Source: an optimization exercise on an open RTL-to-GDS flow (aim: small area, a short achievable clock period and few clock cycles per item). Production flows keep margins and buffers that such runs may drop.
Function was checked by simulation only, so behaviour that the tests miss may differ from the original.
Power and IR drop assume default switching activity.

build 35:
==> flow/design.v <==
module hft_div #(
    parameter SW = 30
)(
    input  wire          clk,
    input  wire          rst_n,
    input  wire          full,       
    input  wire          in_v,
    input  wire [31:0]   num,
    input  wire [26:0]   den,
    input  wire [SW-1:0] side_in,
    output wire          adv,        
    output wire          out_v,      
    output wire [6:0]    quotient,
    output wire [SW-1:0] side_out
);
    reg [26:0]   r  [0:5];
    reg [26:0]   d  [0:5];
    reg [6:0]    nq [0:6];    
    reg [SW-1:0] sd [0:6];
    reg [6:0]    v;           
    reg [6:0]    p;           
    reg [2:0]    wt;          
    wire rot = (wt != 3'd0) | (v[6] & full);
    assign adv      = ~rot;
    assign out_v    = v[6] & ~rot;
    assign quotient = nq[6];
    assign side_out = sd[6];
    integer k;
    reg [26:0] ri, di;
    reg [6:0]  ni;
    reg [28:0] t;
    always @(posedge clk) begin
        if (!rst_n) begin
            v  <= 0;
            wt <= 0;
        end else begin
            v <= {v[5:0], rot ? v[6] : in_v};
            if (wt != 3'd0)          wt <= wt - 3'd1;
            else if (v[6] & full)    wt <= 3'd6;
        end
    end
    always @(posedge clk) begin
        p <= {p[5:0], rot};
        for (k = 0; k < 7; k = k + 1) begin
            if (k == 0) begin
                ri = {2'b0, num[31:7]};
                di = den;
                ni = num[6:0];
            end else begin
                ri = r[k-1];
                di = d[k-1];
                ni = nq[k-1];
            end
            t = {1'b0, ri, ni[6]} - {2'b0, di};
            if (k < 6) begin
                r[k] <= t[28] ? {ri[25:0], ni[6]} : t[26:0];
                d[k] <= di;
            end
            if (k == 0) begin
                nq[0] <= rot ? {nq[6][5:0], nq[6][6]} : {ni[5:0], ~t[28]};
                sd[0] <= rot ? sd[6] : side_in;
            end else begin
                nq[k] <= {ni[5:0], p[k-1] ? ni[6] : ~t[28]};
                sd[k] <= sd[k-1];
            end
        end
    end
endmodule
module hft #(
    parameter N_SHORT = 12,
    parameter N_LONG  = 26,
    parameter N_RSI = 14
)(
    input  wire        s_aclk,
    input  wire        s_aresetn,
    input  wire        s_axis_tvalid,
    input  wire        m_axis_tready,
    input  wire        s_axis_tlast,
    input  wire [31:0] s_axis_tdata,
    output wire        s_axis_tready,
    output wire        m_axis_tvalid,
    output wire        m_axis_tlast,
    output wire [31:0] m_axis_macd_tdata,
    output wire [31:0] m_axis_rsi_tdata
);
    integer i;
    reg        ov, kv;
    reg [27:0] o_macd, k_macd;
    reg [6:0]  o_rsi, k_rsi;
    reg        o_last, k_last;
    wire adv;                        
    assign s_axis_tready = adv;
    reg        v0, t0;
    reg [31:0] x0;
    always @(posedge s_aclk) begin
        if (!s_aresetn) v0 <= 0;
        else if (adv)   v0 <= s_axis_tvalid;
        if (adv) begin
            x0 <= s_axis_tdata;
            t0 <= s_axis_tlast;
        end
    end
    reg [31:0] w [0:N_LONG-1];
    reg [4:0]  cnt;                  
    reg        f1, f12, f14, f26;    
    reg        v1, t1, pnz1;
    reg [32:0] d1, e12, e26, so1;
    reg [32:0] sl [0:N_RSI-1];
    wire [31:0] prev  = f1  ? w[0]  : 32'd0;
    wire [31:0] old12 = f12 ? w[N_SHORT-1] : 32'd0;
    wire [31:0] old26 = f26 ? w[N_LONG-1]  : 32'd0;
    wire        go1   = adv & v0;
    wire [4:0]  cnt_n = (cnt == 5'd26) ? cnt : cnt + 5'd1;
    always @(posedge s_aclk) begin
        if (go1) begin
            w[0] <= x0;
            for (i = 1; i < N_LONG; i = i + 1) w[i] <= w[i-1];
        end
        if (adv) begin
            d1   <= {1'b0, x0} - {1'b0, prev};
            e12  <= {1'b0, x0} - {1'b0, old12};
            e26  <= {1'b0, x0} - {1'b0, old26};
            pnz1 <= |prev;
            so1  <= f14 ? (v1 ? sl[N_RSI-2] : sl[N_RSI-1]) : 33'd0;
            t1   <= t0;
        end
    end
    always @(posedge s_aclk) begin
        if (!s_aresetn) begin
            cnt <= 0; f1 <= 0; f12 <= 0; f14 <= 0; f26 <= 0; v1 <= 0;
        end else begin
            if (adv) v1 <= v0;
            if (go1) begin
                cnt <= cnt_n;
                f1  <= 1'b1;
                f12 <= cnt_n >= 5'd12;
                f14 <= cnt_n >= 5'd14;
                f26 <= cnt_n >= 5'd26;
            end
        end
    end
    reg [35:0] s12;
    reg [36:0] s26;
    reg        v2, t2, pnz2;
    reg [32:0] gd2, ld2;
    wire        go2  = adv & v1;
    wire [32:0] g_new = d1[32]  ? 33'd0 : {1'b0, d1[31:0]};
    wire [32:0] g_old = so1[32] ? 33'd0 : {1'b0, so1[31:0]};
    wire [32:0] m_new = d1[32]  ? d1  : 33'd0;    
    wire [32:0] m_old = so1[32] ? so1 : 33'd0;
    always @(posedge s_aclk) begin
        if (go2) begin
            sl[0] <= pnz1 ? d1 : so1;
            for (i = 1; i < N_RSI; i = i + 1) sl[i] <= sl[i-1];
        end
        if (adv) begin
            gd2 <= g_new - g_old;       
            pnz2 <= pnz1;
            ld2 <= m_old - m_new;       
            t2  <= t1;
        end
    end
    always @(posedge s_aclk) begin
        if (!s_aresetn) begin
            s12 <= 0; s26 <= 0; v2 <= 0;
        end else begin
            if (adv) v2 <= v1;
            if (go2) begin
                s12 <= s12 + {{3{e12[32]}}, e12};
                s26 <= s26 + {{4{e26[32]}}, e26};
            end
        end
    end
    reg [35:0] gs, ls;
    reg [36:0] p3, q3;
    reg        v3, t3;
    wire       go3 = adv & v2 & pnz2;
    always @(posedge s_aclk) begin
        if (!s_aresetn) begin
            gs <= 0; ls <= 0; v3 <= 0;
        end else begin
            if (adv) v3 <= v2;
            if (go3) begin
                gs <= gs + {{3{gd2[32]}}, gd2};
                ls <= ls + {{3{ld2[32]}}, ld2};
            end
        end
        if (adv) begin
            p3 <= {1'b0, s12} + ({1'b0, s12} << 2);
            q3 <= s26 + (s26 << 1);
            t3 <= t2;
        end
    end
    reg        v4, t4;
    reg [25:0] ag4, al4;
    reg [26:0] ah4, bh4;
    wire [35:0] ag_full = (gs << 6) + (gs << 3) + gs;    
    wire [35:0] al_full = (ls << 6) + (ls << 3) + ls;
    wire [36:0] a_full  = p3 + (p3 << 4);                
    wire [36:0] b_full  = q3 + (q3 << 2) + (q3 << 3);    
    always @(posedge s_aclk) begin
        if (!s_aresetn) v4 <= 0;
        else if (adv)   v4 <= v3;
        if (adv) begin
            ag4 <= ag_full[35:10];
            al4 <= al_full[35:10];
            ah4 <= a_full[36:10];
            bh4 <= b_full[36:10];
            t4  <= t3;
        end
    end
    reg        v5, t5, lz5;
    reg [31:0] num5;
    reg [26:0] den5;
    reg [27:0] macd5;
    wire [31:0] ag4w = {6'd0, ag4};
    wire [31:0] num_full = (ag4w << 6) + (ag4w << 5) + (ag4w << 2);
    always @(posedge s_aclk) begin
        if (!s_aresetn) v5 <= 0;
        else if (adv)   v5 <= v4;
        if (adv) begin
            num5  <= num_full;
            den5  <= {1'b0, ag4} + {1'b0, al4};
            lz5   <= ~|al4;
            macd5 <= {1'b0, ah4} - {1'b0, bh4};
            t5    <= t4;
        end
    end
    wire        vq;
    wire [6:0]  q;
    wire [29:0] side;
    hft_div #(.SW(30)) u_div (
        .clk      (s_aclk),
        .rst_n    (s_aresetn),
        .full     (kv),
        .in_v     (v5),
        .num      (num5),
        .den      (den5),
        .side_in  ({lz5, t5, macd5}),
        .adv      (adv),
        .out_v    (vq),
        .quotient (q),
        .side_out (side)
    );
    wire [6:0]  rsi_n  = side[29] ? 7'd100 : q;
    wire [27:0] macd_n = side[27:0];
    wire        last_n = side[28];
    wire push   = vq;
    wire o_load = ~ov | m_axis_tready;
    always @(posedge s_aclk) begin
        if (!s_aresetn) begin
            ov <= 0; kv <= 0;
        end else begin
            if (o_load) begin
                ov  <= kv | push;
                kv  <= 1'b0;
            end else if (push) begin
                kv  <= 1'b1;
            end
        end
        if (o_load) begin
            o_macd <= kv ? k_macd : macd_n;
            o_rsi  <= kv ? k_rsi  : rsi_n;
            o_last <= kv ? k_last : last_n;
        end
        if (!kv) begin
            k_macd <= macd_n;
            k_rsi  <= rsi_n;
            k_last <= last_n;
        end
    end
    assign m_axis_tvalid     = ov;
    assign m_axis_tlast      = o_last;
    assign m_axis_macd_tdata = {{4{o_macd[27]}}, o_macd};
    assign m_axis_rsi_tdata  = {25'd0, o_rsi};
endmodule
make LEC_CHECK=0 CAP_MARGIN=20 CORE_MARGIN=2 CORE_UTILIZATION=55 CTS_BUF_LIST='sky130_fd_sc_hd__clkbuf_8 sky130_fd_sc_hd__clkbuf_16' CTS_CLUSTER_DIAMETER=80 CTS_CLUSTER_SIZE=30 SETUP_SLACK_MARGIN=4.5 SLEW_MARGIN=20 TNS_END_PERCENT=5 finish   # period 8.0 ns
run.sh (not shown) runs the stock make flow with config.mk's settings and CLKGATE_MAP_FILE= SYNTH_SCRIPT=/design/flow/synth_recipe.tcl, a recipe that flattens the netlist after the stock synthesis.
Testbench counts of build 35, summed over its fixed seeds: cycles 2,160, items 2,048.
Input changes introduced in build 3 (baseline for comparison: build 35):
- changing SETUP_SLACK_MARGIN from 4.5 to 4.8
## What came out
Relative to build 35, part of the cycle the worst path needs has decreased by 1.6 points in build 3. Build 3 packs its core tighter than build 35. Diff build 35 -> build 3: setup slack at placement increased by 0.44 ns relative to the old numbers, antenna cell count saw an increase, final cell count higher. Build 3 ended up with a higher layout-stage area growth over the synthesis result than build 35 did. Build 3 improves on build 35 in worst setup slack. Critical path depth was lower in build 35 than in build 3. For build 3, the source of the critical timing path was x0[5], unlike build 35, where it was ov. Looking at count of cells resized by post-cts repair, build 3 sits above build 35. From build 35 to build 3 the numbers moved as follows: total length of routed wires went up by 6.6%; final area higher.
diff inputs: build 3 => build 69
- an added PLACE_DENSITY of 0.65
[compare] base=build 3 new=build 69: share of the final layout cell area in sequential cells rose 0.65 points; non-clock buffer count down 23%; filler-free cell count of the finished design went down about 0.7%; largest net degree at the start of global routing fell by 18. The power dissipated by switching net loads of build 69 was superior to that of build 3. Per the comparison of build 69 with build 3, detail-routed via count per cell dropped 0.053; first-pass GRT wire length dropped 24,000 um; area of placed instances barely changed; register-to-register slack barely changed.

-- re-timing with driven ports --
Ports are ideal in the flow. The routed layouts listed here were re-timed in OpenROAD.
Step 1 (the two cells are an assumption about what drives the block):
set clk [get_ports {s_aclk}]
set_driving_cell -lib_cell sky130_fd_sc_hd__clkbuf_16 $clk
set_driving_cell -lib_cell sky130_fd_sc_hd__buf_2 [delete_from_list [all_inputs] $clk]
Step 2 also shifts input and output timing later by t, the mid clock arrival at the registers, as if the neighbouring blocks saw the same clock.
Three values: ideal ports, drivers, drivers and shift; two values: the first two.
| run | shift t [ns] | slack for setup (ns) | latest minus earliest clock arrival (ns) | worst slew at a driven data input, ns | cell pins on the clock port's net |
|---|---|---|---|---|---|
| build 35 | 0.892 | 4.288 / 4.200 / 4.330 | 0.052 / 0.052 | 0.04 | 1 |
| build 3 | 0.913 | 4.417 / 4.347 / 4.110 | 0.059 / 0.058 | 0.04 | 1 |
| build 69 | 0.909 | 4.420 / 4.420 / 4.420 | 0.049 / 0.049 | 0.15 | 1 |
After both steps setup and hold are still met in every run listed. For build 3, which loses most, drivers alone change the setup slack by -0.070 ns; drivers and shift together by -0.307 ns.
